This design comes from an exercise in tuning for small area on the open sky130 flow, not from production work.
The RTL was checked by simulation tests, not by an equivalence proof against the original design.

`design/flow/config.mk`:
```
export PLATFORM = sky130hd
export DESIGN_NAME = draw_line
export DESIGN_NICKNAME = draw_line
export VERILOG_FILES = /design/flow/design.v
export SDC_FILE = /design/flow/constraint.sdc
export NUM_CORES = 4
export LEC_CHECK = 0
export CAP_MARGIN = 20
export CORE_MARGIN = 2
export CORE_UTILIZATION = 40
export SLEW_MARGIN = 20
export SYNTH_HIERARCHICAL = 1
export SYNTH_MINIMUM_KEEP_SIZE = 0
```
`design/flow/constraint.sdc`:
```
create_clock -name core_clock -period 14.0 [get_ports {clk}]
set_input_delay 2.8000 -clock core_clock [delete_from_list [all_inputs] [get_ports {clk}]]
set_output_delay 2.8000 -clock core_clock [all_outputs]
set_load 0.01 [all_outputs]
```
`design/flow/design.v`:
```
`timescale 1ns / 1ps
module draw_line(clk, rst_n, wea, x, y, m, b, dir, range, index_rd, line_x, line_y, finish);
input             clk, rst_n;
input             wea;
input      [31:0] x, y, m, b, dir, range;
input      [31:0] index_rd;
output     [31:0] line_x, line_y;
output     reg finish;
reg        [31:0] cnt, cnt_upd;
reg        [31:0] x_reg, m_reg, acc;
reg               mv, dec;
reg        [4:0]  idx;
reg        [1:0]  ph;
genvar gi;
wire [32:0] ltc;
assign ltc[0] = 1'b0;
generate for (gi = 0; gi < 32; gi = gi + 1) begin : g_lt
    assign ltc[gi+1] = (range[gi] & ~cnt[gi]) | (range[gi] & ltc[gi]) | (~cnt[gi] & ltc[gi]);
end endgenerate
wire        lt = ltc[32];
wire [32:0] cch;
assign cch[0] = lt;
generate for (gi = 0; gi < 32; gi = gi + 1) begin : g_cnt
    assign cch[gi+1] = cch[gi] & cnt_upd[gi];
end endgenerate
always @(posedge clk or negedge rst_n) begin
    if (!rst_n) begin
        cnt     <= 32'd0;
        cnt_upd <= 32'd0;
        finish  <= 1'b0;
    end else begin
        cnt     <= cnt_upd ^ cch[31:0];
        cnt_upd <= cnt;
        finish  <= !lt;
    end
end
wire        start  = wea && !rst_n;
always @(posedge clk) begin
    if (start)
        ph <= 2'd0;
    else if (ph != 2'd3)
        ph <= ph + 2'd1;
end
wire        rd   = !start && ph == 2'd3;
wire        dneg = rd && dec;
wire [4:0]  kz   = mv ? idx : 5'd0;
reg  [31:0] mop;
reg  [7:0]  wop;
reg         wm1;
wire [31:0] aop = start ? b : acc;
always @(*) begin
    if (start) begin
        mop = m;                    wop = x[7:0];  wm1 = 1'b0;
    end else case (ph)
        2'd0: begin mop = {m_reg[23:0], 8'd0};  wop = x_reg[15:8];  wm1 = x_reg[7];  end
        2'd1: begin mop = {m_reg[15:0], 16'd0}; wop = x_reg[23:16]; wm1 = x_reg[15]; end
        2'd2: begin mop = {m_reg[7:0], 24'd0};  wop = x_reg[31:24]; wm1 = x_reg[23]; end
        default: begin mop = m_reg;             wop = {3'd0, kz};   wm1 = 1'b0; end
    endcase
end
wire [31:0] mac;
wire [3:0] one, two, neg;
wire [31:0] mopn = ~mop;
wire [8:0] wx = {wop, wm1};
assign one[0] = wx[1] ^ wx[0];
assign two[0] = (wx[2] & ~wx[1] & ~wx[0]) | (~wx[2] & wx[1] & wx[0]);
assign neg[0] = wx[2] ^ dneg;
wire [31:0] bp0;
dl_bpp b0_0 (.mn1(mopn[0]), .mn0(1'b1), .onen(~one[0]), .twon(~two[0]), .neg(neg[0]), .p(bp0[0]));
dl_bpp b0_1 (.mn1(mopn[1]), .mn0(mopn[0]), .onen(~one[0]), .twon(~two[0]), .neg(neg[0]), .p(bp0[1]));
dl_bpp b0_2 (.mn1(mopn[2]), .mn0(mopn[1]), .onen(~one[0]), .twon(~two[0]), .neg(neg[0]), .p(bp0[2]));
dl_bpp b0_3 (.mn1(mopn[3]), .mn0(mopn[2]), .onen(~one[0]), .twon(~two[0]), .neg(neg[0]), .p(bp0[3]));
dl_bpp b0_4 (.mn1(mopn[4]), .mn0(mopn[3]), .onen(~one[0]), .twon(~two[0]), .neg(neg[0]), .p(bp0[4]));
dl_bpp b0_5 (.mn1(mopn[5]), .mn0(mopn[4]), .onen(~one[0]), .twon(~two[0]), .neg(neg[0]), .p(bp0[5]));
dl_bpp b0_6 (.mn1(mopn[6]), .mn0(mopn[5]), .onen(~one[0]), .twon(~two[0]), .neg(neg[0]), .p(bp0[6]));
dl_bpp b0_7 (.mn1(mopn[7]), .mn0(mopn[6]), .onen(~one[0]), .twon(~two[0]), .neg(neg[0]), .p(bp0[7]));
dl_bpp b0_8 (.mn1(mopn[8]), .mn0(mopn[7]), .onen(~one[0]), .twon(~two[0]), .neg(neg[0]), .p(bp0[8]));
dl_bpp b0_9 (.mn1(mopn[9]), .mn0(mopn[8]), .onen(~one[0]), .twon(~two[0]), .neg(neg[0]), .p(bp0[9]));
dl_bpp b0_10 (.mn1(mopn[10]), .mn0(mopn[9]), .onen(~one[0]), .twon(~two[0]), .neg(neg[0]), .p(bp0[10]));
dl_bpp b0_11 (.mn1(mopn[11]), .mn0(mopn[10]), .onen(~one[0]), .twon(~two[0]), .neg(neg[0]), .p(bp0[11]));
dl_bpp b0_12 (.mn1(mopn[12]), .mn0(mopn[11]), .onen(~one[0]), .twon(~two[0]), .neg(neg[0]), .p(bp0[12]));
dl_bpp b0_13 (.mn1(mopn[13]), .mn0(mopn[12]), .onen(~one[0]), .twon(~two[0]), .neg(neg[0]), .p(bp0[13]));
dl_bpp b0_14 (.mn1(mopn[14]), .mn0(mopn[13]), .onen(~one[0]), .twon(~two[0]), .neg(neg[0]), .p(bp0[14]));
dl_bpp b0_15 (.mn1(mopn[15]), .mn0(mopn[14]), .onen(~one[0]), .twon(~two[0]), .neg(neg[0]), .p(bp0[15]));
dl_bpp b0_16 (.mn1(mopn[16]), .mn0(mopn[15]), .onen(~one[0]), .twon(~two[0]), .neg(neg[0]), .p(bp0[16]));
dl_bpp b0_17 (.mn1(mopn[17]), .mn0(mopn[16]), .onen(~one[0]), .twon(~two[0]), .neg(neg[0]), .p(bp0[17]));
dl_bpp b0_18 (.mn1(mopn[18]), .mn0(mopn[17]), .onen(~one[0]), .twon(~two[0]), .neg(neg[0]), .p(bp0[18]));
dl_bpp b0_19 (.mn1(mopn[19]), .mn0(mopn[18]), .onen(~one[0]), .twon(~two[0]), .neg(neg[0]), .p(bp0[19]));
dl_bpp b0_20 (.mn1(mopn[20]), .mn0(mopn[19]), .onen(~one[0]), .twon(~two[0]), .neg(neg[0]), .p(bp0[20]));
dl_bpp b0_21 (.mn1(mopn[21]), .mn0(mopn[20]), .onen(~one[0]), .twon(~two[0]), .neg(neg[0]), .p(bp0[21]));
dl_bpp b0_22 (.mn1(mopn[22]), .mn0(mopn[21]), .onen(~one[0]), .twon(~two[0]), .neg(neg[0]), .p(bp0[22]));
dl_bpp b0_23 (.mn1(mopn[23]), .mn0(mopn[22]), .onen(~one[0]), .twon(~two[0]), .neg(neg[0]), .p(bp0[23]));
dl_bpp b0_24 (.mn1(mopn[24]), .mn0(mopn[23]), .onen(~one[0]), .twon(~two[0]), .neg(neg[0]), .p(bp0[24]));
dl_bpp b0_25 (.mn1(mopn[25]), .mn0(mopn[24]), .onen(~one[0]), .twon(~two[0]), .neg(neg[0]), .p(bp0[25]));
dl_bpp b0_26 (.mn1(mopn[26]), .mn0(mopn[25]), .onen(~one[0]), .twon(~two[0]), .neg(neg[0]), .p(bp0[26]));
dl_bpp b0_27 (.mn1(mopn[27]), .mn0(mopn[26]), .onen(~one[0]), .twon(~two[0]), .neg(neg[0]), .p(bp0[27]));
dl_bpp b0_28 (.mn1(mopn[28]), .mn0(mopn[27]), .onen(~one[0]), .twon(~two[0]), .neg(neg[0]), .p(bp0[28]));
dl_bpp b0_29 (.mn1(mopn[29]), .mn0(mopn[28]), .onen(~one[0]), .twon(~two[0]), .neg(neg[0]), .p(bp0[29]));
dl_bpp b0_30 (.mn1(mopn[30]), .mn0(mopn[29]), .onen(~one[0]), .twon(~two[0]), .neg(neg[0]), .p(bp0[30]));
dl_bpp b0_31 (.mn1(mopn[31]), .mn0(mopn[30]), .onen(~one[0]), .twon(~two[0]), .neg(neg[0]), .p(bp0[31]));
assign one[1] = wx[3] ^ wx[2];
assign two[1] = (wx[4] & ~wx[3] & ~wx[2]) | (~wx[4] & wx[3] & wx[2]);
assign neg[1] = wx[4] ^ dneg;
wire [29:0] bp1;
dl_bpp b1_0 (.mn1(mopn[0]), .mn0(1'b1), .onen(~one[1]), .twon(~two[1]), .neg(neg[1]), .p(bp1[0]));
dl_bpp b1_1 (.mn1(mopn[1]), .mn0(mopn[0]), .onen(~one[1]), .twon(~two[1]), .neg(neg[1]), .p(bp1[1]));
dl_bpp b1_2 (.mn1(mopn[2]), .mn0(mopn[1]), .onen(~one[1]), .twon(~two[1]), .neg(neg[1]), .p(bp1[2]));
dl_bpp b1_3 (.mn1(mopn[3]), .mn0(mopn[2]), .onen(~one[1]), .twon(~two[1]), .neg(neg[1]), .p(bp1[3]));
dl_bpp b1_4 (.mn1(mopn[4]), .mn0(mopn[3]), .onen(~one[1]), .twon(~two[1]), .neg(neg[1]), .p(bp1[4]));
dl_bpp b1_5 (.mn1(mopn[5]), .mn0(mopn[4]), .onen(~one[1]), .twon(~two[1]), .neg(neg[1]), .p(bp1[5]));
dl_bpp b1_6 (.mn1(mopn[6]), .mn0(mopn[5]), .onen(~one[1]), .twon(~two[1]), .neg(neg[1]), .p(bp1[6]));
dl_bpp b1_7 (.mn1(mopn[7]), .mn0(mopn[6]), .onen(~one[1]), .twon(~two[1]), .neg(neg[1]), .p(bp1[7]));
dl_bpp b1_8 (.mn1(mopn[8]), .mn0(mopn[7]), .onen(~one[1]), .twon(~two[1]), .neg(neg[1]), .p(bp1[8]));
dl_bpp b1_9 (.mn1(mopn[9]), .mn0(mopn[8]), .onen(~one[1]), .twon(~two[1]), .neg(neg[1]), .p(bp1[9]));
dl_bpp b1_10 (.mn1(mopn[10]), .mn0(mopn[9]), .onen(~one[1]), .twon(~two[1]), .neg(neg[1]), .p(bp1[10]));
dl_bpp b1_11 (.mn1(mopn[11]), .mn0(mopn[10]), .onen(~one[1]), .twon(~two[1]), .neg(neg[1]), .p(bp1[11]));
dl_bpp b1_12 (.mn1(mopn[12]), .mn0(mopn[11]), .onen(~one[1]), .twon(~two[1]), .neg(neg[1]), .p(bp1[12]));
dl_bpp b1_13 (.mn1(mopn[13]), .mn0(mopn[12]), .onen(~one[1]), .twon(~two[1]), .neg(neg[1]), .p(bp1[13]));
dl_bpp b1_14 (.mn1(mopn[14]), .mn0(mopn[13]), .onen(~one[1]), .twon(~two[1]), .neg(neg[1]), .p(bp1[14]));
dl_bpp b1_15 (.mn1(mopn[15]), .mn0(mopn[14]), .onen(~one[1]), .twon(~two[1]), .neg(neg[1]), .p(bp1[15]));
dl_bpp b1_16 (.mn1(mopn[16]), .mn0(mopn[15]), .onen(~one[1]), .twon(~two[1]), .neg(neg[1]), .p(bp1[16]));
dl_bpp b1_17 (.mn1(mopn[17]), .mn0(mopn[16]), .onen(~one[1]), .twon(~two[1]), .neg(neg[1]), .p(bp1[17]));
dl_bpp b1_18 (.mn1(mopn[18]), .mn0(mopn[17]), .onen(~one[1]), .twon(~two[1]), .neg(neg[1]), .p(bp1[18]));
dl_bpp b1_19 (.mn1(mopn[19]), .mn0(mopn[18]), .onen(~one[1]), .twon(~two[1]), .neg(neg[1]), .p(bp1[19]));
dl_bpp b1_20 (.mn1(mopn[20]), .mn0(mopn[19]), .onen(~one[1]), .twon(~two[1]), .neg(neg[1]), .p(bp1[20]));
dl_bpp b1_21 (.mn1(mopn[21]), .mn0(mopn[20]), .onen(~one[1]), .twon(~two[1]), .neg(neg[1]), .p(bp1[21]));
dl_bpp b1_22 (.mn1(mopn[22]), .mn0(mopn[21]), .onen(~one[1]), .twon(~two[1]), .neg(neg[1]), .p(bp1[22]));
dl_bpp b1_23 (.mn1(mopn[23]), .mn0(mopn[22]), .onen(~one[1]), .twon(~two[1]), .neg(neg[1]), .p(bp1[23]));
dl_bpp b1_24 (.mn1(mopn[24]), .mn0(mopn[23]), .onen(~one[1]), .twon(~two[1]), .neg(neg[1]), .p(bp1[24]));
dl_bpp b1_25 (.mn1(mopn[25]), .mn0(mopn[24]), .onen(~one[1]), .twon(~two[1]), .neg(neg[1]), .p(bp1[25]));
dl_bpp b1_26 (.mn1(mopn[26]), .mn0(mopn[25]), .onen(~one[1]), .twon(~two[1]), .neg(neg[1]), .p(bp1[26]));
dl_bpp b1_27 (.mn1(mopn[27]), .mn0(mopn[26]), .onen(~one[1]), .twon(~two[1]), .neg(neg[1]), .p(bp1[27]));
dl_bpp b1_28 (.mn1(mopn[28]), .mn0(mopn[27]), .onen(~one[1]), .twon(~two[1]), .neg(neg[1]), .p(bp1[28]));
dl_bpp b1_29 (.mn1(mopn[29]), .mn0(mopn[28]), .onen(~one[1]), .twon(~two[1]), .neg(neg[1]), .p(bp1[29]));
assign one[2] = wx[5] ^ wx[4];
assign two[2] = (wx[6] & ~wx[5] & ~wx[4]) | (~wx[6] & wx[5] & wx[4]);
assign neg[2] = wx[6] ^ dneg;
wire [27:0] bp2;
dl_bpp b2_0 (.mn1(mopn[0]), .mn0(1'b1), .onen(~one[2]), .twon(~two[2]), .neg(neg[2]), .p(bp2[0]));
dl_bpp b2_1 (.mn1(mopn[1]), .mn0(mopn[0]), .onen(~one[2]), .twon(~two[2]), .neg(neg[2]), .p(bp2[1]));
dl_bpp b2_2 (.mn1(mopn[2]), .mn0(mopn[1]), .onen(~one[2]), .twon(~two[2]), .neg(neg[2]), .p(bp2[2]));
dl_bpp b2_3 (.mn1(mopn[3]), .mn0(mopn[2]), .onen(~one[2]), .twon(~two[2]), .neg(neg[2]), .p(bp2[3]));
dl_bpp b2_4 (.mn1(mopn[4]), .mn0(mopn[3]), .onen(~one[2]), .twon(~two[2]), .neg(neg[2]), .p(bp2[4]));
dl_bpp b2_5 (.mn1(mopn[5]), .mn0(mopn[4]), .onen(~one[2]), .twon(~two[2]), .neg(neg[2]), .p(bp2[5]));
dl_bpp b2_6 (.mn1(mopn[6]), .mn0(mopn[5]), .onen(~one[2]), .twon(~two[2]), .neg(neg[2]), .p(bp2[6]));
dl_bpp b2_7 (.mn1(mopn[7]), .mn0(mopn[6]), .onen(~one[2]), .twon(~two[2]), .neg(neg[2]), .p(bp2[7]));
dl_bpp b2_8 (.mn1(mopn[8]), .mn0(mopn[7]), .onen(~one[2]), .twon(~two[2]), .neg(neg[2]), .p(bp2[8]));
dl_bpp b2_9 (.mn1(mopn[9]), .mn0(mopn[8]), .onen(~one[2]), .twon(~two[2]), .neg(neg[2]), .p(bp2[9]));
dl_bpp b2_10 (.mn1(mopn[10]), .mn0(mopn[9]), .onen(~one[2]), .twon(~two[2]), .neg(neg[2]), .p(bp2[10]));
dl_bpp b2_11 (.mn1(mopn[11]), .mn0(mopn[10]), .onen(~one[2]), .twon(~two[2]), .neg(neg[2]), .p(bp2[11]));
dl_bpp b2_12 (.mn1(mopn[12]), .mn0(mopn[11]), .onen(~one[2]), .twon(~two[2]), .neg(neg[2]), .p(bp2[12]));
dl_bpp b2_13 (.mn1(mopn[13]), .mn0(mopn[12]), .onen(~one[2]), .twon(~two[2]), .neg(neg[2]), .p(bp2[13]));
dl_bpp b2_14 (.mn1(mopn[14]), .mn0(mopn[13]), .onen(~one[2]), .twon(~two[2]), .neg(neg[2]), .p(bp2[14]));
dl_bpp b2_15 (.mn1(mopn[15]), .mn0(mopn[14]), .onen(~one[2]), .twon(~two[2]), .neg(neg[2]), .p(bp2[15]));
dl_bpp b2_16 (.mn1(mopn[16]), .mn0(mopn[15]), .onen(~one[2]), .twon(~two[2]), .neg(neg[2]), .p(bp2[16]));
dl_bpp b2_17 (.mn1(mopn[17]), .mn0(mopn[16]), .onen(~one[2]), .twon(~two[2]), .neg(neg[2]), .p(bp2[17]));
dl_bpp b2_18 (.mn1(mopn[18]), .mn0(mopn[17]), .onen(~one[2]), .twon(~two[2]), .neg(neg[2]), .p(bp2[18]));
dl_bpp b2_19 (.mn1(mopn[19]), .mn0(mopn[18]), .onen(~one[2]), .twon(~two[2]), .neg(neg[2]), .p(bp2[19]));
dl_bpp b2_20 (.mn1(mopn[20]), .mn0(mopn[19]), .onen(~one[2]), .twon(~two[2]), .neg(neg[2]), .p(bp2[20]));
dl_bpp b2_21 (.mn1(mopn[21]), .mn0(mopn[20]), .onen(~one[2]), .twon(~two[2]), .neg(neg[2]), .p(bp2[21]));
dl_bpp b2_22 (.mn1(mopn[22]), .mn0(mopn[21]), .onen(~one[2]), .twon(~two[2]), .neg(neg[2]), .p(bp2[22]));
dl_bpp b2_23 (.mn1(mopn[23]), .mn0(mopn[22]), .onen(~one[2]), .twon(~two[2]), .neg(neg[2]), .p(bp2[23]));
dl_bpp b2_24 (.mn1(mopn[24]), .mn0(mopn[23]), .onen(~one[2]), .twon(~two[2]), .neg(neg[2]), .p(bp2[24]));
dl_bpp b2_25 (.mn1(mopn[25]), .mn0(mopn[24]), .onen(~one[2]), .twon(~two[2]), .neg(neg[2]), .p(bp2[25]));
dl_bpp b2_26 (.mn1(mopn[26]), .mn0(mopn[25]), .onen(~one[2]), .twon(~two[2]), .neg(neg[2]), .p(bp2[26]));
dl_bpp b2_27 (.mn1(mopn[27]), .mn0(mopn[26]), .onen(~one[2]), .twon(~two[2]), .neg(neg[2]), .p(bp2[27]));
assign one[3] = wx[7] ^ wx[6];
assign two[3] = (wx[8] & ~wx[7] & ~wx[6]) | (~wx[8] & wx[7] & wx[6]);
assign neg[3] = wx[8] ^ dneg;
wire [25:0] bp3;
dl_bpp b3_0 (.mn1(mopn[0]), .mn0(1'b1), .onen(~one[3]), .twon(~two[3]), .neg(neg[3]), .p(bp3[0]));
dl_bpp b3_1 (.mn1(mopn[1]), .mn0(mopn[0]), .onen(~one[3]), .twon(~two[3]), .neg(neg[3]), .p(bp3[1]));
dl_bpp b3_2 (.mn1(mopn[2]), .mn0(mopn[1]), .onen(~one[3]), .twon(~two[3]), .neg(neg[3]), .p(bp3[2]));
dl_bpp b3_3 (.mn1(mopn[3]), .mn0(mopn[2]), .onen(~one[3]), .twon(~two[3]), .neg(neg[3]), .p(bp3[3]));
dl_bpp b3_4 (.mn1(mopn[4]), .mn0(mopn[3]), .onen(~one[3]), .twon(~two[3]), .neg(neg[3]), .p(bp3[4]));
dl_bpp b3_5 (.mn1(mopn[5]), .mn0(mopn[4]), .onen(~one[3]), .twon(~two[3]), .neg(neg[3]), .p(bp3[5]));
dl_bpp b3_6 (.mn1(mopn[6]), .mn0(mopn[5]), .onen(~one[3]), .twon(~two[3]), .neg(neg[3]), .p(bp3[6]));
dl_bpp b3_7 (.mn1(mopn[7]), .mn0(mopn[6]), .onen(~one[3]), .twon(~two[3]), .neg(neg[3]), .p(bp3[7]));
dl_bpp b3_8 (.mn1(mopn[8]), .mn0(mopn[7]), .onen(~one[3]), .twon(~two[3]), .neg(neg[3]), .p(bp3[8]));
dl_bpp b3_9 (.mn1(mopn[9]), .mn0(mopn[8]), .onen(~one[3]), .twon(~two[3]), .neg(neg[3]), .p(bp3[9]));
dl_bpp b3_10 (.mn1(mopn[10]), .mn0(mopn[9]), .onen(~one[3]), .twon(~two[3]), .neg(neg[3]), .p(bp3[10]));
dl_bpp b3_11 (.mn1(mopn[11]), .mn0(mopn[10]), .onen(~one[3]), .twon(~two[3]), .neg(neg[3]), .p(bp3[11]));
dl_bpp b3_12 (.mn1(mopn[12]), .mn0(mopn[11]), .onen(~one[3]), .twon(~two[3]), .neg(neg[3]), .p(bp3[12]));
dl_bpp b3_13 (.mn1(mopn[13]), .mn0(mopn[12]), .onen(~one[3]), .twon(~two[3]), .neg(neg[3]), .p(bp3[13]));
dl_bpp b3_14 (.mn1(mopn[14]), .mn0(mopn[13]), .onen(~one[3]), .twon(~two[3]), .neg(neg[3]), .p(bp3[14]));
dl_bpp b3_15 (.mn1(mopn[15]), .mn0(mopn[14]), .onen(~one[3]), .twon(~two[3]), .neg(neg[3]), .p(bp3[15]));
dl_bpp b3_16 (.mn1(mopn[16]), .mn0(mopn[15]), .onen(~one[3]), .twon(~two[3]), .neg(neg[3]), .p(bp3[16]));
dl_bpp b3_17 (.mn1(mopn[17]), .mn0(mopn[16]), .onen(~one[3]), .twon(~two[3]), .neg(neg[3]), .p(bp3[17]));
dl_bpp b3_18 (.mn1(mopn[18]), .mn0(mopn[17]), .onen(~one[3]), .twon(~two[3]), .neg(neg[3]), .p(bp3[18]));
dl_bpp b3_19 (.mn1(mopn[19]), .mn0(mopn[18]), .onen(~one[3]), .twon(~two[3]), .neg(neg[3]), .p(bp3[19]));
dl_bpp b3_20 (.mn1(mopn[20]), .mn0(mopn[19]), .onen(~one[3]), .twon(~two[3]), .neg(neg[3]), .p(bp3[20]));
dl_bpp b3_21 (.mn1(mopn[21]), .mn0(mopn[20]), .onen(~one[3]), .twon(~two[3]), .neg(neg[3]), .p(bp3[21]));
dl_bpp b3_22 (.mn1(mopn[22]), .mn0(mopn[21]), .onen(~one[3]), .twon(~two[3]), .neg(neg[3]), .p(bp3[22]));
dl_bpp b3_23 (.mn1(mopn[23]), .mn0(mopn[22]), .onen(~one[3]), .twon(~two[3]), .neg(neg[3]), .p(bp3[23]));
dl_bpp b3_24 (.mn1(mopn[24]), .mn0(mopn[23]), .onen(~one[3]), .twon(~two[3]), .neg(neg[3]), .p(bp3[24]));
dl_bpp b3_25 (.mn1(mopn[25]), .mn0(mopn[24]), .onen(~one[3]), .twon(~two[3]), .neg(neg[3]), .p(bp3[25]));
wire t1;
wire t2;
dl_ha u2 (.a(aop[4]), .b(bp0[4]), .s(t1), .co(t2));
wire t3;
wire t4;
dl_ha u4 (.a(aop[5]), .b(bp0[5]), .s(t3), .co(t4));
wire t5;
wire t6;
dl_fa u6 (.a(aop[6]), .b(bp0[6]), .c(bp1[4]), .s(t5), .co(t6));
wire t7;
wire t8;
dl_ha u8 (.a(bp2[2]), .b(neg[3]), .s(t7), .co(t8));
wire t9;
wire t10;
dl_fa u10 (.a(aop[7]), .b(bp0[7]), .c(bp1[5]), .s(t9), .co(t10));
wire t11;
wire t12;
dl_ha u12 (.a(bp2[3]), .b(bp3[1]), .s(t11), .co(t12));
wire t13;
wire t14;
dl_fa u14 (.a(aop[8]), .b(bp0[8]), .c(bp1[6]), .s(t13), .co(t14));
wire t15;
wire t16;
dl_ha u16 (.a(bp2[4]), .b(bp3[2]), .s(t15), .co(t16));
wire t17;
wire t18;
dl_fa u18 (.a(aop[9]), .b(bp0[9]), .c(bp1[7]), .s(t17), .co(t18));
wire t19;
wire t20;
dl_ha u20 (.a(bp2[5]), .b(bp3[3]), .s(t19), .co(t20));
wire t21;
wire t22;
dl_fa u22 (.a(aop[10]), .b(bp0[10]), .c(bp1[8]), .s(t21), .co(t22));
wire t23;
wire t24;
dl_ha u24 (.a(bp2[6]), .b(bp3[4]), .s(t23), .co(t24));
wire t25;
wire t26;
dl_fa u26 (.a(aop[11]), .b(bp0[11]), .c(bp1[9]), .s(t25), .co(t26));
wire t27;
wire t28;
dl_ha u28 (.a(bp2[7]), .b(bp3[5]), .s(t27), .co(t28));
wire t29;
wire t30;
dl_fa u30 (.a(aop[12]), .b(bp0[12]), .c(bp1[10]), .s(t29), .co(t30));
wire t31;
wire t32;
dl_ha u32 (.a(bp2[8]), .b(bp3[6]), .s(t31), .co(t32));
wire t33;
wire t34;
dl_fa u34 (.a(aop[13]), .b(bp0[13]), .c(bp1[11]), .s(t33), .co(t34));
wire t35;
wire t36;
dl_ha u36 (.a(bp2[9]), .b(bp3[7]), .s(t35), .co(t36));
wire t37;
wire t38;
dl_fa u38 (.a(aop[14]), .b(bp0[14]), .c(bp1[12]), .s(t37), .co(t38));
wire t39;
wire t40;
dl_ha u40 (.a(bp2[10]), .b(bp3[8]), .s(t39), .co(t40));
wire t41;
wire t42;
dl_fa u42 (.a(aop[15]), .b(bp0[15]), .c(bp1[13]), .s(t41), .co(t42));
wire t43;
wire t44;
dl_ha u44 (.a(bp2[11]), .b(bp3[9]), .s(t43), .co(t44));
wire t45;
wire t46;
dl_fa u46 (.a(aop[16]), .b(bp0[16]), .c(bp1[14]), .s(t45), .co(t46));
wire t47;
wire t48;
dl_ha u48 (.a(bp2[12]), .b(bp3[10]), .s(t47), .co(t48));
wire t49;
wire t50;
dl_fa u50 (.a(aop[17]), .b(bp0[17]), .c(bp1[15]), .s(t49), .co(t50));
wire t51;
wire t52;
dl_ha u52 (.a(bp2[13]), .b(bp3[11]), .s(t51), .co(t52));
wire t53;
wire t54;
dl_fa u54 (.a(aop[18]), .b(bp0[18]), .c(bp1[16]), .s(t53), .co(t54));
wire t55;
wire t56;
dl_ha u56 (.a(bp2[14]), .b(bp3[12]), .s(t55), .co(t56));
wire t57;
wire t58;
dl_fa u58 (.a(aop[19]), .b(bp0[19]), .c(bp1[17]), .s(t57), .co(t58));
wire t59;
wire t60;
dl_ha u60 (.a(bp2[15]), .b(bp3[13]), .s(t59), .co(t60));
wire t61;
wire t62;
dl_fa u62 (.a(aop[20]), .b(bp0[20]), .c(bp1[18]), .s(t61), .co(t62));
wire t63;
wire t64;
dl_ha u64 (.a(bp2[16]), .b(bp3[14]), .s(t63), .co(t64));
wire t65;
wire t66;
dl_fa u66 (.a(aop[21]), .b(bp0[21]), .c(bp1[19]), .s(t65), .co(t66));
wire t67;
wire t68;
dl_ha u68 (.a(bp2[17]), .b(bp3[15]), .s(t67), .co(t68));
wire t69;
wire t70;
dl_fa u70 (.a(aop[22]), .b(bp0[22]), .c(bp1[20]), .s(t69), .co(t70));
wire t71;
wire t72;
dl_ha u72 (.a(bp2[18]), .b(bp3[16]), .s(t71), .co(t72));
wire t73;
wire t74;
dl_fa u74 (.a(aop[23]), .b(bp0[23]), .c(bp1[21]), .s(t73), .co(t74));
wire t75;
wire t76;
dl_ha u76 (.a(bp2[19]), .b(bp3[17]), .s(t75), .co(t76));
wire t77;
wire t78;
dl_fa u78 (.a(aop[24]), .b(bp0[24]), .c(bp1[22]), .s(t77), .co(t78));
wire t79;
wire t80;
dl_ha u80 (.a(bp2[20]), .b(bp3[18]), .s(t79), .co(t80));
wire t81;
wire t82;
dl_fa u82 (.a(aop[25]), .b(bp0[25]), .c(bp1[23]), .s(t81), .co(t82));
wire t83;
wire t84;
dl_ha u84 (.a(bp2[21]), .b(bp3[19]), .s(t83), .co(t84));
wire t85;
wire t86;
dl_fa u86 (.a(aop[26]), .b(bp0[26]), .c(bp1[24]), .s(t85), .co(t86));
wire t87;
wire t88;
dl_ha u88 (.a(bp2[22]), .b(bp3[20]), .s(t87), .co(t88));
wire t89;
wire t90;
dl_fa u90 (.a(aop[27]), .b(bp0[27]), .c(bp1[25]), .s(t89), .co(t90));
wire t91;
wire t92;
dl_ha u92 (.a(bp2[23]), .b(bp3[21]), .s(t91), .co(t92));
wire t93;
wire t94;
dl_fa u94 (.a(aop[28]), .b(bp0[28]), .c(bp1[26]), .s(t93), .co(t94));
wire t95;
wire t96;
dl_ha u96 (.a(bp2[24]), .b(bp3[22]), .s(t95), .co(t96));
wire t97;
wire t98;
dl_fa u98 (.a(aop[29]), .b(bp0[29]), .c(bp1[27]), .s(t97), .co(t98));
wire t99;
wire t100;
dl_ha u100 (.a(bp2[25]), .b(bp3[23]), .s(t99), .co(t100));
wire t101;
wire t102;
dl_fa u102 (.a(aop[30]), .b(bp0[30]), .c(bp1[28]), .s(t101), .co(t102));
wire t103;
wire t104;
dl_ha u104 (.a(bp2[26]), .b(bp3[24]), .s(t103), .co(t104));
wire t105;
dl_fa u105 (.a(aop[31]), .b(bp0[31]), .c(bp1[29]), .s(t105), .co());
wire t106;
assign t106 = bp2[27] ^ bp3[25];
wire t107;
wire t108;
dl_ha u108 (.a(aop[2]), .b(bp0[2]), .s(t107), .co(t108));
wire t109;
wire t110;
dl_ha u110 (.a(aop[3]), .b(bp0[3]), .s(t109), .co(t110));
wire t111;
wire t112;
dl_fa u112 (.a(bp1[2]), .b(neg[2]), .c(bp2[0]), .s(t111), .co(t112));
wire t113;
wire t114;
dl_fa u114 (.a(bp1[3]), .b(bp2[1]), .c(t2), .s(t113), .co(t114));
wire t115;
wire t116;
dl_fa u116 (.a(bp3[0]), .b(t4), .c(t5), .s(t115), .co(t116));
wire t117;
wire t118;
dl_fa u118 (.a(t6), .b(t8), .c(t9), .s(t117), .co(t118));
wire t119;
wire t120;
dl_fa u120 (.a(t10), .b(t12), .c(t13), .s(t119), .co(t120));
wire t121;
wire t122;
dl_fa u122 (.a(t14), .b(t16), .c(t17), .s(t121), .co(t122));
wire t123;
wire t124;
dl_fa u124 (.a(t18), .b(t20), .c(t21), .s(t123), .co(t124));
wire t125;
wire t126;
dl_fa u126 (.a(t22), .b(t24), .c(t25), .s(t125), .co(t126));
wire t127;
wire t128;
dl_fa u128 (.a(t26), .b(t28), .c(t29), .s(t127), .co(t128));
wire t129;
wire t130;
dl_fa u130 (.a(t30), .b(t32), .c(t33), .s(t129), .co(t130));
wire t131;
wire t132;
dl_fa u132 (.a(t34), .b(t36), .c(t37), .s(t131), .co(t132));
wire t133;
wire t134;
dl_fa u134 (.a(t38), .b(t40), .c(t41), .s(t133), .co(t134));
wire t135;
wire t136;
dl_fa u136 (.a(t42), .b(t44), .c(t45), .s(t135), .co(t136));
wire t137;
wire t138;
dl_fa u138 (.a(t46), .b(t48), .c(t49), .s(t137), .co(t138));
wire t139;
wire t140;
dl_fa u140 (.a(t50), .b(t52), .c(t53), .s(t139), .co(t140));
wire t141;
wire t142;
dl_fa u142 (.a(t54), .b(t56), .c(t57), .s(t141), .co(t142));
wire t143;
wire t144;
dl_fa u144 (.a(t58), .b(t60), .c(t61), .s(t143), .co(t144));
wire t145;
wire t146;
dl_fa u146 (.a(t62), .b(t64), .c(t65), .s(t145), .co(t146));
wire t147;
wire t148;
dl_fa u148 (.a(t66), .b(t68), .c(t69), .s(t147), .co(t148));
wire t149;
wire t150;
dl_fa u150 (.a(t70), .b(t72), .c(t73), .s(t149), .co(t150));
wire t151;
wire t152;
dl_fa u152 (.a(t74), .b(t76), .c(t77), .s(t151), .co(t152));
wire t153;
wire t154;
dl_fa u154 (.a(t78), .b(t80), .c(t81), .s(t153), .co(t154));
wire t155;
wire t156;
dl_fa u156 (.a(t82), .b(t84), .c(t85), .s(t155), .co(t156));
wire t157;
wire t158;
dl_fa u158 (.a(t86), .b(t88), .c(t89), .s(t157), .co(t158));
wire t159;
wire t160;
dl_fa u160 (.a(t90), .b(t92), .c(t93), .s(t159), .co(t160));
wire t161;
wire t162;
dl_fa u162 (.a(t94), .b(t96), .c(t97), .s(t161), .co(t162));
wire t163;
wire t164;
dl_fa u164 (.a(t98), .b(t100), .c(t101), .s(t163), .co(t164));
wire t165;
dl_fa u165 (.a(t102), .b(t104), .c(t105), .s(t165), .co());
wire t166;
wire t167;
dl_ha u167 (.a(aop[0]), .b(neg[0]), .s(t166), .co(t167));
wire t168;
wire t169;
dl_ha u169 (.a(aop[1]), .b(bp0[1]), .s(t168), .co(t169));
wire t170;
wire t171;
dl_fa u171 (.a(neg[1]), .b(bp1[0]), .c(t107), .s(t170), .co(t171));
wire t172;
wire t173;
dl_fa u173 (.a(bp1[1]), .b(t108), .c(t109), .s(t172), .co(t173));
wire t174;
wire t175;
dl_fa u175 (.a(t1), .b(t110), .c(t111), .s(t174), .co(t175));
wire t176;
wire t177;
dl_fa u177 (.a(t3), .b(t112), .c(t113), .s(t176), .co(t177));
wire t178;
wire t179;
dl_fa u179 (.a(t7), .b(t114), .c(t115), .s(t178), .co(t179));
wire t180;
wire t181;
dl_fa u181 (.a(t11), .b(t116), .c(t117), .s(t180), .co(t181));
wire t182;
wire t183;
dl_fa u183 (.a(t15), .b(t118), .c(t119), .s(t182), .co(t183));
wire t184;
wire t185;
dl_fa u185 (.a(t19), .b(t120), .c(t121), .s(t184), .co(t185));
wire t186;
wire t187;
dl_fa u187 (.a(t23), .b(t122), .c(t123), .s(t186), .co(t187));
wire t188;
wire t189;
dl_fa u189 (.a(t27), .b(t124), .c(t125), .s(t188), .co(t189));
wire t190;
wire t191;
dl_fa u191 (.a(t31), .b(t126), .c(t127), .s(t190), .co(t191));
wire t192;
wire t193;
dl_fa u193 (.a(t35), .b(t128), .c(t129), .s(t192), .co(t193));
wire t194;
wire t195;
dl_fa u195 (.a(t39), .b(t130), .c(t131), .s(t194), .co(t195));
wire t196;
wire t197;
dl_fa u197 (.a(t43), .b(t132), .c(t133), .s(t196), .co(t197));
wire t198;
wire t199;
dl_fa u199 (.a(t47), .b(t134), .c(t135), .s(t198), .co(t199));
wire t200;
wire t201;
dl_fa u201 (.a(t51), .b(t136), .c(t137), .s(t200), .co(t201));
wire t202;
wire t203;
dl_fa u203 (.a(t55), .b(t138), .c(t139), .s(t202), .co(t203));
wire t204;
wire t205;
dl_fa u205 (.a(t59), .b(t140), .c(t141), .s(t204), .co(t205));
wire t206;
wire t207;
dl_fa u207 (.a(t63), .b(t142), .c(t143), .s(t206), .co(t207));
wire t208;
wire t209;
dl_fa u209 (.a(t67), .b(t144), .c(t145), .s(t208), .co(t209));
wire t210;
wire t211;
dl_fa u211 (.a(t71), .b(t146), .c(t147), .s(t210), .co(t211));
wire t212;
wire t213;
dl_fa u213 (.a(t75), .b(t148), .c(t149), .s(t212), .co(t213));
wire t214;
wire t215;
dl_fa u215 (.a(t79), .b(t150), .c(t151), .s(t214), .co(t215));
wire t216;
wire t217;
dl_fa u217 (.a(t83), .b(t152), .c(t153), .s(t216), .co(t217));
wire t218;
wire t219;
dl_fa u219 (.a(t87), .b(t154), .c(t155), .s(t218), .co(t219));
wire t220;
wire t221;
dl_fa u221 (.a(t91), .b(t156), .c(t157), .s(t220), .co(t221));
wire t222;
wire t223;
dl_fa u223 (.a(t95), .b(t158), .c(t159), .s(t222), .co(t223));
wire t224;
wire t225;
dl_fa u225 (.a(t99), .b(t160), .c(t161), .s(t224), .co(t225));
wire t226;
wire t227;
dl_fa u227 (.a(t103), .b(t162), .c(t163), .s(t226), .co(t227));
wire t228;
dl_fa u228 (.a(t106), .b(t164), .c(t165), .s(t228), .co());
wire t229;
wire t230;
dl_ha u230 (.a(bp0[0]), .b(t166), .s(t229), .co(t230));
wire t231;
wire t232;
dl_fa u232 (.a(t167), .b(t168), .c(t230), .s(t231), .co(t232));
wire t233;
wire t234;
dl_fa u234 (.a(t169), .b(t170), .c(t232), .s(t233), .co(t234));
wire t235;
wire t236;
dl_fa u236 (.a(t171), .b(t172), .c(t234), .s(t235), .co(t236));
wire t237;
wire t238;
dl_fa u238 (.a(t173), .b(t174), .c(t236), .s(t237), .co(t238));
wire t239;
wire t240;
dl_fa u240 (.a(t175), .b(t176), .c(t238), .s(t239), .co(t240));
wire t241;
wire t242;
dl_fa u242 (.a(t177), .b(t178), .c(t240), .s(t241), .co(t242));
wire t243;
wire t244;
dl_fa u244 (.a(t179), .b(t180), .c(t242), .s(t243), .co(t244));
wire t245;
wire t246;
dl_ha u246 (.a(t181), .b(t182), .s(t245), .co(t246));
wire t247;
wire t248;
dl_fa u248 (.a(t183), .b(t184), .c(t246), .s(t247), .co(t248));
wire t249;
wire t250;
dl_fa u250 (.a(t185), .b(t186), .c(t248), .s(t249), .co(t250));
wire t251;
wire t252;
dl_fa u252 (.a(t187), .b(t188), .c(t250), .s(t251), .co(t252));
wire t253;
wire t254;
dl_fa u254 (.a(t189), .b(t190), .c(t252), .s(t253), .co(t254));
wire t255;
wire t256;
dl_fa u256 (.a(t191), .b(t192), .c(t254), .s(t255), .co(t256));
wire t257;
wire t258;
dl_fa u258 (.a(t193), .b(t194), .c(t256), .s(t257), .co(t258));
wire t259;
wire t260;
dl_fa u260 (.a(t195), .b(t196), .c(t258), .s(t259), .co(t260));
wire t261;
assign t261 = t245 ^ t244;
wire t262;
assign t262 = t247 ^ (t244 & t245);
wire t263;
assign t263 = t245 & t247;
wire t264;
assign t264 = t249 ^ (t244 & t263);
wire t265;
assign t265 = t263 & t249;
wire t266;
assign t266 = t251 ^ (t244 & t265);
wire t267;
assign t267 = t265 & t251;
wire t268;
assign t268 = t253 ^ (t244 & t267);
wire t269;
assign t269 = t267 & t253;
wire t270;
assign t270 = t255 ^ (t244 & t269);
wire t271;
assign t271 = t269 & t255;
wire t272;
assign t272 = t257 ^ (t244 & t271);
wire t273;
assign t273 = t271 & t257;
wire t274;
assign t274 = t259 ^ (t244 & t273);
wire t275;
assign t275 = t273 & t259;
wire t276;
assign t276 = t260 | (t244 & t275);
wire t277;
wire t278;
dl_ha u278 (.a(t197), .b(t198), .s(t277), .co(t278));
wire t279;
wire t280;
dl_fa u280 (.a(t199), .b(t200), .c(t278), .s(t279), .co(t280));
wire t281;
wire t282;
dl_fa u282 (.a(t201), .b(t202), .c(t280), .s(t281), .co(t282));
wire t283;
wire t284;
dl_fa u284 (.a(t203), .b(t204), .c(t282), .s(t283), .co(t284));
wire t285;
wire t286;
dl_fa u286 (.a(t205), .b(t206), .c(t284), .s(t285), .co(t286));
wire t287;
wire t288;
dl_fa u288 (.a(t207), .b(t208), .c(t286), .s(t287), .co(t288));
wire t289;
wire t290;
dl_fa u290 (.a(t209), .b(t210), .c(t288), .s(t289), .co(t290));
wire t291;
wire t292;
dl_fa u292 (.a(t211), .b(t212), .c(t290), .s(t291), .co(t292));
wire t293;
assign t293 = t277 ^ t276;
wire t294;
assign t294 = t279 ^ (t276 & t277);
wire t295;
assign t295 = t277 & t279;
wire t296;
assign t296 = t281 ^ (t276 & t295);
wire t297;
assign t297 = t295 & t281;
wire t298;
assign t298 = t283 ^ (t276 & t297);
wire t299;
assign t299 = t297 & t283;
wire t300;
assign t300 = t285 ^ (t276 & t299);
wire t301;
assign t301 = t299 & t285;
wire t302;
assign t302 = t287 ^ (t276 & t301);
wire t303;
assign t303 = t301 & t287;
wire t304;
assign t304 = t289 ^ (t276 & t303);
wire t305;
assign t305 = t303 & t289;
wire t306;
assign t306 = t291 ^ (t276 & t305);
wire t307;
assign t307 = t305 & t291;
wire t308;
assign t308 = t292 | (t276 & t307);
wire t309;
wire t310;
dl_ha u310 (.a(t213), .b(t214), .s(t309), .co(t310));
wire t311;
wire t312;
dl_fa u312 (.a(t215), .b(t216), .c(t310), .s(t311), .co(t312));
wire t313;
wire t314;
dl_fa u314 (.a(t217), .b(t218), .c(t312), .s(t313), .co(t314));
wire t315;
wire t316;
dl_fa u316 (.a(t219), .b(t220), .c(t314), .s(t315), .co(t316));
wire t317;
wire t318;
dl_fa u318 (.a(t221), .b(t222), .c(t316), .s(t317), .co(t318));
wire t319;
wire t320;
dl_fa u320 (.a(t223), .b(t224), .c(t318), .s(t319), .co(t320));
wire t321;
wire t322;
dl_fa u322 (.a(t225), .b(t226), .c(t320), .s(t321), .co(t322));
wire t323;
dl_fa u323 (.a(t227), .b(t228), .c(t322), .s(t323), .co());
wire t324;
assign t324 = t309 ^ t308;
wire t325;
assign t325 = t311 ^ (t308 & t309);
wire t326;
assign t326 = t309 & t311;
wire t327;
assign t327 = t313 ^ (t308 & t326);
wire t328;
assign t328 = t326 & t313;
wire t329;
assign t329 = t315 ^ (t308 & t328);
wire t330;
assign t330 = t328 & t315;
wire t331;
assign t331 = t317 ^ (t308 & t330);
wire t332;
assign t332 = t330 & t317;
wire t333;
assign t333 = t319 ^ (t308 & t332);
wire t334;
assign t334 = t332 & t319;
wire t335;
assign t335 = t321 ^ (t308 & t334);
wire t336;
assign t336 = t334 & t321;
wire t337;
assign t337 = t323 ^ (t308 & t336);
assign mac = {t337, t335, t333, t331, t329, t327, t325, t324, t306, t304, t302, t300, t298, t296, t294, t293, t274, t272, t270, t268, t266, t264, t262, t261, t243, t241, t239, t237, t235, t233, t231, t229};
always @(posedge clk) begin
    if (start) begin
        x_reg <= x;
        m_reg <= m;
        dec   <= (dir == 32'd0);
        mv    <= (dir == 32'd0) || (dir == 32'd1);
    end
    if (start || ph != 2'd3)
        acc <= mac;
    idx <= index_rd[4:0];
end
wire [5:0]  lx_lo = {1'b0, x_reg[4:0]} + {1'b0, kz ^ {5{dec}}} + {5'd0, dec};
wire [27:0] lxc;
assign lxc[0] = lx_lo[5] ^ dec;
assign line_x[4:0] = lx_lo[4:0];
generate for (gi = 0; gi < 27; gi = gi + 1) begin : g_lx
    assign line_x[5+gi] = x_reg[5+gi] ^ lxc[gi];
    assign lxc[gi+1]    = lxc[gi] & (x_reg[5+gi] ^ dec);
end endgenerate
assign line_y = mac;
endmodule
module dl_fa(a, b, c, s, co);
input  a, b, c;
output s, co;
assign s  = a ^ b ^ c;
assign co = (a & b) | (a & c) | (b & c);
endmodule
module dl_ha(a, b, s, co);
input  a, b;
output s, co;
assign s  = a ^ b;
assign co = a & b;
endmodule
module dl_bpp(mn1, mn0, onen, twon, neg, p);
input  mn1, mn0, onen, twon, neg;
output p;
assign p = ~((mn1 | onen) & (mn0 | twon)) ^ neg;
endmodule
```
`design/flow/flow/run.sh`:
```
#!/bin/bash
# The standard layout (the standard.sh: the standard synthesis and ORFS
# from floorplan to finish), with these changes to how the layout is made:
#  - at the start of the floorplan step, flow/downsize.tcl swaps every
#    combinational cell for the smallest cell of the same function; the
#    timing repair of the floorplan and later steps sizes up what is needed;
#  - the port buffers that global placement adds to every input and output
#    are sky130_fd_sc_hd__buf_1 cells instead of the default buffer;
#  - clock tree synthesis adds no dummy loads and uses clkbuf_8 buffers.
# make's full output goes to flow_make.log in this folder.
set -euo pipefail
here=$(pwd)
bash standard.sh \
  "PRE_FLOORPLAN_TCL=$here/flow/downsize.tcl" \
  "BUFFER_PORTS_ARGS=-buffer_cell sky130_fd_sc_hd__buf_1" \
  "CTS_ARGS=-sink_clustering_enable -repair_clock_nets -dont_use_dummy_load -buf_list sky130_fd_sc_hd__clkbuf_8" \
  finish > flow_make.log 2>&1
```
`design/flow/flow/downsize.tcl`:
```
# Sized-down start for the resizer: every combinational cell of the
# synthesized netlist is swapped for the smallest cell of the same function
# (same name but for the drive-strength suffix). Registers, tie cells and
# buffers are left as they are. The floorplan's and later stages' timing
# repair then size up what the timing needs.
set db [ord::get_db]
set n 0
set saved 0.0
foreach inst [[ord::get_db_block] getInsts] {
  set mname [[$inst getMaster] getName]
  if {![regexp {^(sky130_fd_sc_hd__([a-z0-9]+))_([0-9]+)$} $mname -> base func drive]} { continue }
  if {[regexp {^(df|edf|sdf|sed|dl|conb|buf|clkbuf|clkdly|dlygate|tap|fill|decap|diode)} $func]} { continue }
  set cur [$inst getMaster]
  set best $cur
  set best_area [expr {[$cur getWidth] * [$cur getHeight]}]
  foreach d {0 1 2 4 6 8 12 16} {
    set cand [$db findMaster "${base}_$d"]
    if {$cand == "NULL" || $cand == ""} { continue }
    set a [expr {[$cand getWidth] * [$cand getHeight]}]
    if {$a < $best_area} { set best $cand; set best_area $a }
  }
  if {$best != $cur} {
    set saved [expr {$saved + [$cur getWidth] * [$cur getHeight] - $best_area}]
    $inst swapMaster $best
    incr n
  }
}
puts "downsize.tcl: swapped $n cells to their smallest size, [expr {$saved / 1e6}] um2 less"
```
`design/flow/standard.sh`:
```
#!/bin/bash
# synth_recipe.tcl (not shown) runs the flow's synth.tcl, then flattens the netlist and writes it again
# the make line also repeats each setting of config.mk as NAME=value (left out here)
make -C /OpenROAD-flow-scripts/flow DESIGN_CONFIG=/design/flow/config.mk WORK_HOME=/design/flow/orfs CLKGATE_MAP_FILE= SYNTH_SCRIPT=/design/flow/synth_recipe.tcl "${@:-finish}"
```
==> results of run 1 <==
[cell type report]
cell class                      count  area, um^2
Clock buffer                       17         234
Fill cell                        3263       18100
Inverter                           39         149
Multi-Input combinational cell    965        8370
Sequential cell                   170        4710
Tap cell                          448         561
Timing Repair Buffer              275        1220
[how the worst max path moves through the flow]
stage / start / end
3_3_place_gp: rst_n / line_y[25]
5_1_grt: rst_n / line_y[30]
4_1_cts: rst_n / line_y[25]
6_report: rst_n / line_y[25]
3_5_place_dp: rst_n / line_y[25]
2_1_floorplan: rst_n / line_y[25]
[worst max-delay path, delay by kind of cell]
kind	cells	cell delay, ns
XOR/XNOR	3	1.01
adder cells (fa/ha/maj)	12	4.61
AND/OR/NAND/NOR	2	0.38
AO/OA/AOI/OAI	4	0.99
buffers and inverters	5	0.85
[cell usage in the layout, fill, tap and decap left out, types with 17 or more instances in the layout]
| master | instances |
|---|---|
| a21oi_1 | 42 |
| a222oi_1 | 17 |
| buf_1 | 231 |
| buf_4 | 41 |
| clkbuf_8 | 17 |
| dfrtp_1 | 65 |
| edfxtp_1 | 98 |
| fa_1 | 113 |
| ha_1 | 78 |
| inv_1 | 38 |
| nand2_1 | 150 |
| nor2_1 | 43 |
| o21ai_0 | 23 |
| o22ai_1 | 124 |
| xnor2_1 | 35 |
| xor2_1 | 148 |
[metrics by stage]
step / worst slack, ns / util [%] / area (um^2) / instances / hold WS [ns]
2_1_floorplan: 0.271 / - / 13600 / 1248 / 0.346
3_3_place_gp: 0.487 / 45.0 / 15000 / 1897 / 0.361
3_5_place_dp: 0.426 / 45.0 / 15000 / 1897 / 0.359
4_1_cts: 0.406 / 45.7 / 15200 / 1914 / 0.360
5_1_grt: 0.148 / 45.7 / 15200 / 1914 / 0.371
6_report: 0.484 / 45.7 / 15200 / 1914 / 0.356
[metal layers]
| layer | GRT usage [%] | up-vias | wire length (um) |
|---|---|---|---|
| met4 | 6.00 | 8 | 742 |
| met5 | 0 | - | 51 |
| li1 | - | 4914 | - |
| met1 | 28.8 | 5074 | 16100 |
| met3 | 3.80 | 44 | 2140 |
| met2 | 33.7 | 340 | 17100 |
==> impl_metrics.py, run 1 <==
metrics = {
    "placement": {
        "dp_hpwl_um": 27500,
        "portBuffers": 232,
        "place.gp.congestion": 0.852,
    },
    "critical_path": {
        "critical_path_required_ns": 11.20,
        "cp.arrival_ns": 10.72,
        "path_class": "primary input to primary output",
        "critPathMaxStageDelay_ns": 0.62,
        "worst_r2r_path_depth": 28,
        "end_kind": "primary output",
        "r2r_start": "ph[0]$_SDFFE_PP0P_",
        "cp_common_cell": "fa_1",
        "crit_slowest_cell": "xnor2_2",
        "crit_fanout": 70,
        "startpoint_type": "primary input",
        "r2r_end": "acc[25]$_DFFE_PP_",
        "reg2reg_slack_ns": 4.95,
    },
    "routing": {
        "wl_per_cell_um": 18.9,
        "drc": 0,
        "drt-total-wl_um": 36100,
        "routed_via_density": 5.42,
        "drtIter0Drc": 854,
        "routed-via-count": 10400,
        "ant_nets": 0,
        "first_pass_iters": 6,
    },
    "clock_tree": {
        "ctsHoldBuffers": 0,
        "clk_latency_ns": 0.48,
        "cts_buffer_depth": 2,
        "cts_resized": 0,
        "clkTransAtPathRegs_ns": 0.11,
        "cts_buffers": 17,
        "postCtsSetupBuffers": 0,
        "ctsRootBufferMaster": "clkbuf_8",
        "cts_tree": "yes",
        "cts_max_level": 4,
        "clock-sinks": 170,
    },
    "floorplanning": {
        "dieArea_um2": 35300,
        "core-area_um2": 33400,
        "rows": 67,
        "die_y_um": 188,
        "start_util_pct": 40.5,
        "ios": 292,
        "dieWidth_um": 188,
    },
    "sta": {
        "slew_violations": 0,
        "clock_skew_ns": 0.0338,
        "tns_ns": 0,
        "setup_viol": 0,
        "relSlewSlack_pct": 29.2,
        "period_share_pct": 96.5,
        "period_minus_slack_ns": 13.52,
        "worst_pin_slew_ns": 1.05,
        "rsz0062_at_grt": "no",
        "max_freq_mhz": 74.0,
        "hold_viol": 0,
    },
    "global_routing": {
        "grt.overflow.total": 0,
        "grt_usage_pct": 20.9,
        "grt_pass1_wl_um": 57400,
        "grt_max_degree": 84,
        "antenna_found_initial": 4,
        "first_global_vias": 10400,
    },
    "yosys": {
        "syn_inst": 1245,
        "yosys_warnings": 7,
    },
    "min_path": {
        "min_path_type": "flop to flop",
        "hold_start": "cnt[16]$_DFF_PN0_",
        "worstHoldPathCells": 0,
        "hold_path_end": "cnt_upd[16]$_DFF_PN0_",
    },
    "outcome": {
        "run_status": "timing/DRC/antenna clean",
    },
    "job": {
        "drv_cap": 0,
    },
    "layout": {
        "final_nets": 1886,
        "drive_gt1_share_pct": 5.59,
        "antennaDiodeCount": 0,
    },
}
==> run 2: changes to the inputs <==
--- a/design/flow/flow/run.sh
+++ b/design/flow/flow/run.sh
@@ -8,3 +8,3 @@
 #    are sky130_fd_sc_hd__buf_1 cells instead of the default buffer;
-#  - clock tree synthesis adds no dummy loads and uses clkbuf_8 buffers.
+#  - clock tree synthesis adds no dummy loads and uses clkbuf_8 buffers for clusters of up to 30 sinks.
 # make's full output goes to flow_make.log in this folder.
@@ -15,3 +15,3 @@
   "BUFFER_PORTS_ARGS=-buffer_cell sky130_fd_sc_hd__buf_1" \
-  "CTS_ARGS=-sink_clustering_enable -repair_clock_nets -dont_use_dummy_load -buf_list sky130_fd_sc_hd__clkbuf_8" \
+  "CTS_ARGS=-sink_clustering_enable -repair_clock_nets -dont_use_dummy_load -buf_list sky130_fd_sc_hd__clkbuf_8 -sink_clustering_size 30 -sink_clustering_max_diameter 150" \
   finish > flow_make.log 2>&1
==> impl_metrics.py, run 2 <==
metrics = {
    "routing": {
        "drc": 0,
        "drtIter0Drc": 854,
        "drt-total-wl_um": 36100,
        "routed_via_density": 5.42,
        "first_pass_iters": 6,
        "ant_nets": 0,
        "routed-via-count": 10400,
        "wl_per_cell_um": 18.9,
    },
    "sta": {
        "layout_setup_ws_ns": 0.484,
        "setup_viol": 0,
        "slew_violations": 0,
        "tns_ns": 0,
        "period_share_pct": 96.5,
        "worst_pin_slew_ns": 1.05,
        "max_freq_mhz": 74.0,
        "rsz0062_at_grt": "no",
        "relSlewSlack_pct": 29.2,
        "clock_skew_ns": 0.0338,
        "hold_viol": 0,
        "period_minus_slack_ns": 13.52,
    },
    "critical_path": {
        "cp-startpoint": "rst_n",
        "crit_fanout": 70,
        "end_kind": "primary output",
        "startpoint_type": "primary input",
        "critical_path_required_ns": 11.20,
        "crit_slowest_cell": "xnor2_2",
        "critPathMaxStageDelay_ns": 0.62,
        "cp.arrival_ns": 10.72,
        "cp_top_family": "adder cells",
        "path_class": "primary input to primary output",
        "r2r_start": "ph[0]$_SDFFE_PP0P_",
        "critPathBufInv": 5,
        "cp_common_cell": "fa_1",
    },
    "placement": {
        "postPlaceCellArea_um2": 15000,
        "place.gp.congestion": 0.852,
        "portBuffers": 232,
        "dpl.cell_count": 1897,
        "place_ws_ns": 0.426,
        "dp_hpwl_um": 27500,
    },
    "clock_tree": {
        "clock-sinks": 170,
        "clk_latency_ns": 0.48,
        "ctsRootBufferMaster": "clkbuf_8",
        "cts_max_level": 4,
        "postCtsSetupBuffers": 0,
        "cts_resized": 0,
        "cts_buffers": 17,
        "clkTransAtPathRegs_ns": 0.11,
        "ctsHoldBuffers": 0,
        "cts_buffer_depth": 2,
        "cts_tree": "yes",
    },
    "global_routing": {
        "antenna_found_initial": 4,
        "grt.overflow.total": 0,
        "first_global_vias": 10400,
        "use_met3_pct": 3.80,
        "grt_pass1_wl_um": 57400,
        "grt_usage_pct": 20.9,
        "use_met1_pct": 28.8,
        "busiest_layer": "met2",
        "grtUsageMet2_pct": 33.7,
        "grt_max_degree": 84,
    },
    "floorplanning": {
        "dieWidth_um": 188,
        "rows": 67,
        "start_util_pct": 40.5,
        "ios": 292,
        "core-area_um2": 33400,
        "die_y_um": 188,
        "dieArea_um2": 35300,
    },
    "layout": {
        "final_nets": 1886,
        "drive_gt1_share_pct": 5.59,
        "final-seq-area_um2": 4710,
        "layout.cells.most_common": "buf_1",
        "multi_input_area_um2": 8370,
        "finalInstanceArea_um2": 15200,
        "fill_cells": 3263,
        "final_cell_mix": "buf_1 (231), nand2_1 (150), xor2_1 (148)",
        "antennaDiodeCount": 0,
        "fin_cells": 1914,
    },
    "min_path": {
        "min_path_type": "flop to flop",
        "hold_start": "cnt[16]$_DFF_PN0_",
    },
    "yosys": {
        "syn_inst": 1245,
        "yosys_warnings": 7,
    },
    "outcome": {
        "run_status": "timing/DRC/antenna clean",
    },
    "job": {
        "drv_cap": 0,
    },
}
==> run 2: final cells by class <==
cell class	instances	area share (%)
flip-flops and latches	170	30.9
clock buffers	17	1.53
repair buffers	275	8.00
well taps	448	3.68
multi-input cells	965	54.9
inverters	39	0.977
==> run 2: through the flow <==
step,util (%),hold WS [ns]
floorplan,-,0.346
global placement,45.0,0.361
detailed placement,45.0,0.359
CTS,45.7,0.360
global route,45.7,0.371
finish,45.7,0.356
==> run 2: final timing paths <==
path / end / slack (ns) / cells past startpoint
hold reg to reg: cnt_upd[16]$_DFF_PN0_ / 0.36 / 0
hold / removal: cnt_upd[16]$_DFF_PN0_ / 0.36 / 0
setup reg to reg: acc[25]$_DFFE_PP_ / 4.95 / 28
min in group asynchronous: cnt[27]$_DFF_PN0_ / 2.53 / 2
max in group asynchronous: cnt[12]$_DFF_PN0_ / 10.96 / 2
setup / recovery: line_y[25] / 0.48 / 26
==> run 2: routing by layer <==
metal | wire [um] | part of all wire, %
met1 | 16100 | 45
met2 | 17100 | 47
met3 | 2140 | 5.9
met4 | 742 | 2.1
met5 | 51 | 0.14
==> run 3: changes to the inputs <==
--- a/design/flow/design.v
+++ b/design/flow/design.v
@@ -46,3 +46,10 @@
 wire [4:0]  kz   = mv ? idx : 5'd0;
-reg  [31:0] mop;
+always @(posedge clk) begin
+    if (start || ph != 2'd3)
+        m_reg <= start ? {m[23:0], m[31:24]} : {m_reg[23:0], m_reg[31:24]};
+end
+wire [31:0] mmask = (ph == 2'd0) ? 32'hFFFFFF00 :
+                    (ph == 2'd1) ? 32'hFFFF0000 :
+                    (ph == 2'd2) ? 32'hFF000000 : 32'hFFFFFFFF;
+wire [31:0] mop = start ? m : (m_reg & mmask);
 reg  [7:0]  wop;
@@ -52,8 +59,8 @@
     if (start) begin
-        mop = m;                    wop = x[7:0];  wm1 = 1'b0;
+        wop = x[7:0];  wm1 = 1'b0;
     end else case (ph)
-        2'd0: begin mop = {m_reg[23:0], 8'd0};  wop = x_reg[15:8];  wm1 = x_reg[7];  end
-        2'd1: begin mop = {m_reg[15:0], 16'd0}; wop = x_reg[23:16]; wm1 = x_reg[15]; end
-        2'd2: begin mop = {m_reg[7:0], 24'd0};  wop = x_reg[31:24]; wm1 = x_reg[23]; end
-        default: begin mop = m_reg;             wop = {3'd0, kz};   wm1 = 1'b0; end
+        2'd0: begin wop = x_reg[15:8];  wm1 = x_reg[7];  end
+        2'd1: begin wop = x_reg[23:16]; wm1 = x_reg[15]; end
+        2'd2: begin wop = x_reg[31:24]; wm1 = x_reg[23]; end
+        default: begin wop = {3'd0, kz}; wm1 = 1'b0; end
     endcase
@@ -731,3 +738,2 @@
         x_reg <= x;
-        m_reg <= m;
         dec   <= (dir == 32'd0);
--- a/design/flow/flow/run.sh
+++ b/design/flow/flow/run.sh
@@ -8,3 +8,3 @@
 #    are sky130_fd_sc_hd__buf_1 cells instead of the default buffer;
-#  - clock tree synthesis adds no dummy loads and uses clkbuf_8 buffers for clusters of up to 30 sinks.
+#  - clock tree synthesis adds no dummy loads and uses clkbuf_8 buffers.
 # make's full output goes to flow_make.log in this folder.
@@ -15,3 +15,3 @@
   "BUFFER_PORTS_ARGS=-buffer_cell sky130_fd_sc_hd__buf_1" \
-  "CTS_ARGS=-sink_clustering_enable -repair_clock_nets -dont_use_dummy_load -buf_list sky130_fd_sc_hd__clkbuf_8 -sink_clustering_size 30 -sink_clustering_max_diameter 150" \
+  "CTS_ARGS=-sink_clustering_enable -repair_clock_nets -dont_use_dummy_load -buf_list sky130_fd_sc_hd__clkbuf_8" \
   finish > flow_make.log 2>&1
==> impl_metrics.py, run 3 <==
metrics = {
    "outcome": {
        "run_status": "timing/DRC/antenna clean",
    },
    "min_path": {
        "worstHoldPathCells": 0,
        "min_path_type": "flop to flop",
    },
    "critical_path": {
        "startpoint_type": "primary input",
        "cp_common_cell": "fa_1",
        "critical_path_required_ns": 11.20,
        "crit_slowest_cell": "fa_1",
        "end_kind": "primary output",
        "cp.arrival_ns": 10.74,
        "critPathMaxStageDelay_ns": 0.58,
        "path_class": "primary input to primary output",
        "crit_fanout": 17,
        "worst_r2r_path_depth": 29,
    },
    "floorplanning": {
        "dieArea_um2": 34900,
        "dieWidth_um": 187,
        "rows": 66,
        "die_y_um": 187,
        "ios": 292,
        "core-area_um2": 32700,
        "start_util_pct": 40.8,
    },
    "routing": {
        "drtIter0Drc": 586,
        "routed_via_density": 5.29,
        "ant_nets": 0,
        "drt-total-wl_um": 34800,
        "wl_per_cell_um": 18.1,
        "routed-via-count": 10200,
        "first_pass_iters": 6,
        "drc": 0,
    },
    "sta": {
        "period_minus_slack_ns": 13.54,
        "clock_skew_ns": 0.0346,
        "fin_hold_ws_ns": 0.382,
        "slew_violations": 0,
        "hold_viol": 0,
        "period_share_pct": 96.7,
        "setup_viol": 0,
        "relSlewSlack_pct": 28.9,
        "rsz0062_at_grt": "no",
        "layout_setup_ws_ns": 0.464,
        "max_freq_mhz": 73.9,
        "worst_pin_slew_ns": 1.06,
    },
    "placement": {
        "portBuffers": 232,
        "dpl.cell_count": 1900,
        "place_ws_ns": -0.101,
        "place.gp.congestion": 0.852,
        "dp_hpwl_um": 26500,
    },
    "global_routing": {
        "grt_max_degree": 66,
        "antenna_found_initial": 0,
        "grt.overflow.total": 0,
        "grt_usage_pct": 20.4,
        "grt_pass1_wl_um": 56200,
        "first_global_vias": 10400,
    },
    "yosys": {
        "yosys_warnings": 7,
        "syn_inst": 1237,
    },
    "layout": {
        "layout.cells.most_common": "buf_1",
        "final_nets": 1901,
        "final_cell_mix": "buf_1 (229), nand2_1 (214), xor2_1 (141)",
        "fin_cells": 1922,
        "antennaDiodeCount": 0,
        "drive_gt1_share_pct": 7.23,
    },
    "clock_tree": {
        "cts_buffer_depth": 2,
        "cts_max_level": 4,
        "clock-sinks": 170,
        "clkTransAtPathRegs_ns": 0.09,
        "ctsHoldBuffers": 0,
        "ctsRootBufferMaster": "clkbuf_8",
        "clk_latency_ns": 0.48,
        "cts_tree": "yes",
        "cts_buffers": 17,
    },
    "job": {
        "drv_cap": 0,
    },
}
==> run 3: stage by stage <==
step | util [%] | instance area [um^2] | setup TNS (ns)
2_1_floorplan | - | 13400 | 0
3_3_place_gp | 45.6 | 14900 | -0.175
3_5_place_dp | 45.6 | 14900 | -0.190
4_1_cts | 46.4 | 15200 | 0
5_1_grt | 46.9 | 15300 | 0
6_report | 46.9 | 15300 | 0
==> run 3: area by class of cell <==
class / count / area (um^2)
multi-input combinational: 967 / 8350
sequential: 170 / 4710
timing repair buffer: 285 / 1320
fill: 3180 / 17400
tap: 442 / 553
clock buffer: 17 / 234
inverter: 41 / 161
==> run 3: critical path: cells and delay by family <==
kind,cells,cell delay (ns)
AO/OA/AOI/OAI,4,0.75
XOR/XNOR,3,0.65
adder cells (fa/ha/maj),10,4.33
buffers and inverters,8,1.49
AND/OR/NAND/NOR,4,0.68
==> run 3: worst paths after layout <==
| check | startpoint | end | slack, ns |
|---|---|---|---|
| min in group asynchronous | rst_n | cnt[2]$_DFF_PN0_ | 2.50 |
| max in group asynchronous | rst_n | cnt[30]$_DFF_PN0_ | 10.96 |
| hold / removal | cnt[21]$_DFF_PN0_ | cnt_upd[21]$_DFF_PN0_ | 0.38 |
| hold reg to reg | cnt[21]$_DFF_PN0_ | cnt_upd[21]$_DFF_PN0_ | 0.38 |
| setup reg to reg | ph[0]$_SDFFE_PP0P_ | acc[30]$_DFFE_PP_ | 5.13 |
| setup / recovery | rst_n | line_y[31] | 0.46 |
==> run 3: per-layer routing <==
metal  GRT usage (%)  vias up  share of wire (%)
li1                -     4794                  -
met3            4.01       44                5.3
met5               0        -                  0
met2            32.1      317                 46
met1            28.4     5013                 46
met4            6.41        0                2.3
==> run 3: what timing repair did <==
| action | CTS | global route |
|---|---|---|
| pin swaps | 1 | 2 |
| endpoints found under the setup margin | 4 | 5 |
| gates resized for setup | 6 | 22 |
| buffers inserted | 0 | 4 |
| cloned | 0 | 1 |

-- afterwards: timing with drivers on the ports --
Ports are ideal in the flow. The routed layouts listed here were re-timed in OpenROAD.
Step 1: set_driving_cell puts a clkbuf_16 on clk and a buf_2 on each other input, an assumption about the parent block.
Step 2 moves the port delays by t, midway between the first and last clock arrival at a register: inputs arrive t later, outputs are due t later. That takes back most of the time a late clock gives input paths.
Slacks: no drivers / after step 1 / after step 2; pairs: no drivers / after step 1.
run	t, ns	setup slack, ns	worst hold slack (ns)	pins driven straight from the clock port
run 1	0.518	0.484 / 0.463 / 0.463	0.356 / 0.356 / 0.356	1
run 2	0.518	0.484 / 0.463 / 0.463	0.356 / 0.356 / 0.356	1
run 3	0.514	0.464 / 0.440 / 0.440	0.382 / 0.382 / 0.382	1
After both steps setup and hold are still met in every run listed. The setup slack of run 3, which loses most, moves by -0.024 ns with the drivers and by -0.024 ns with both steps.
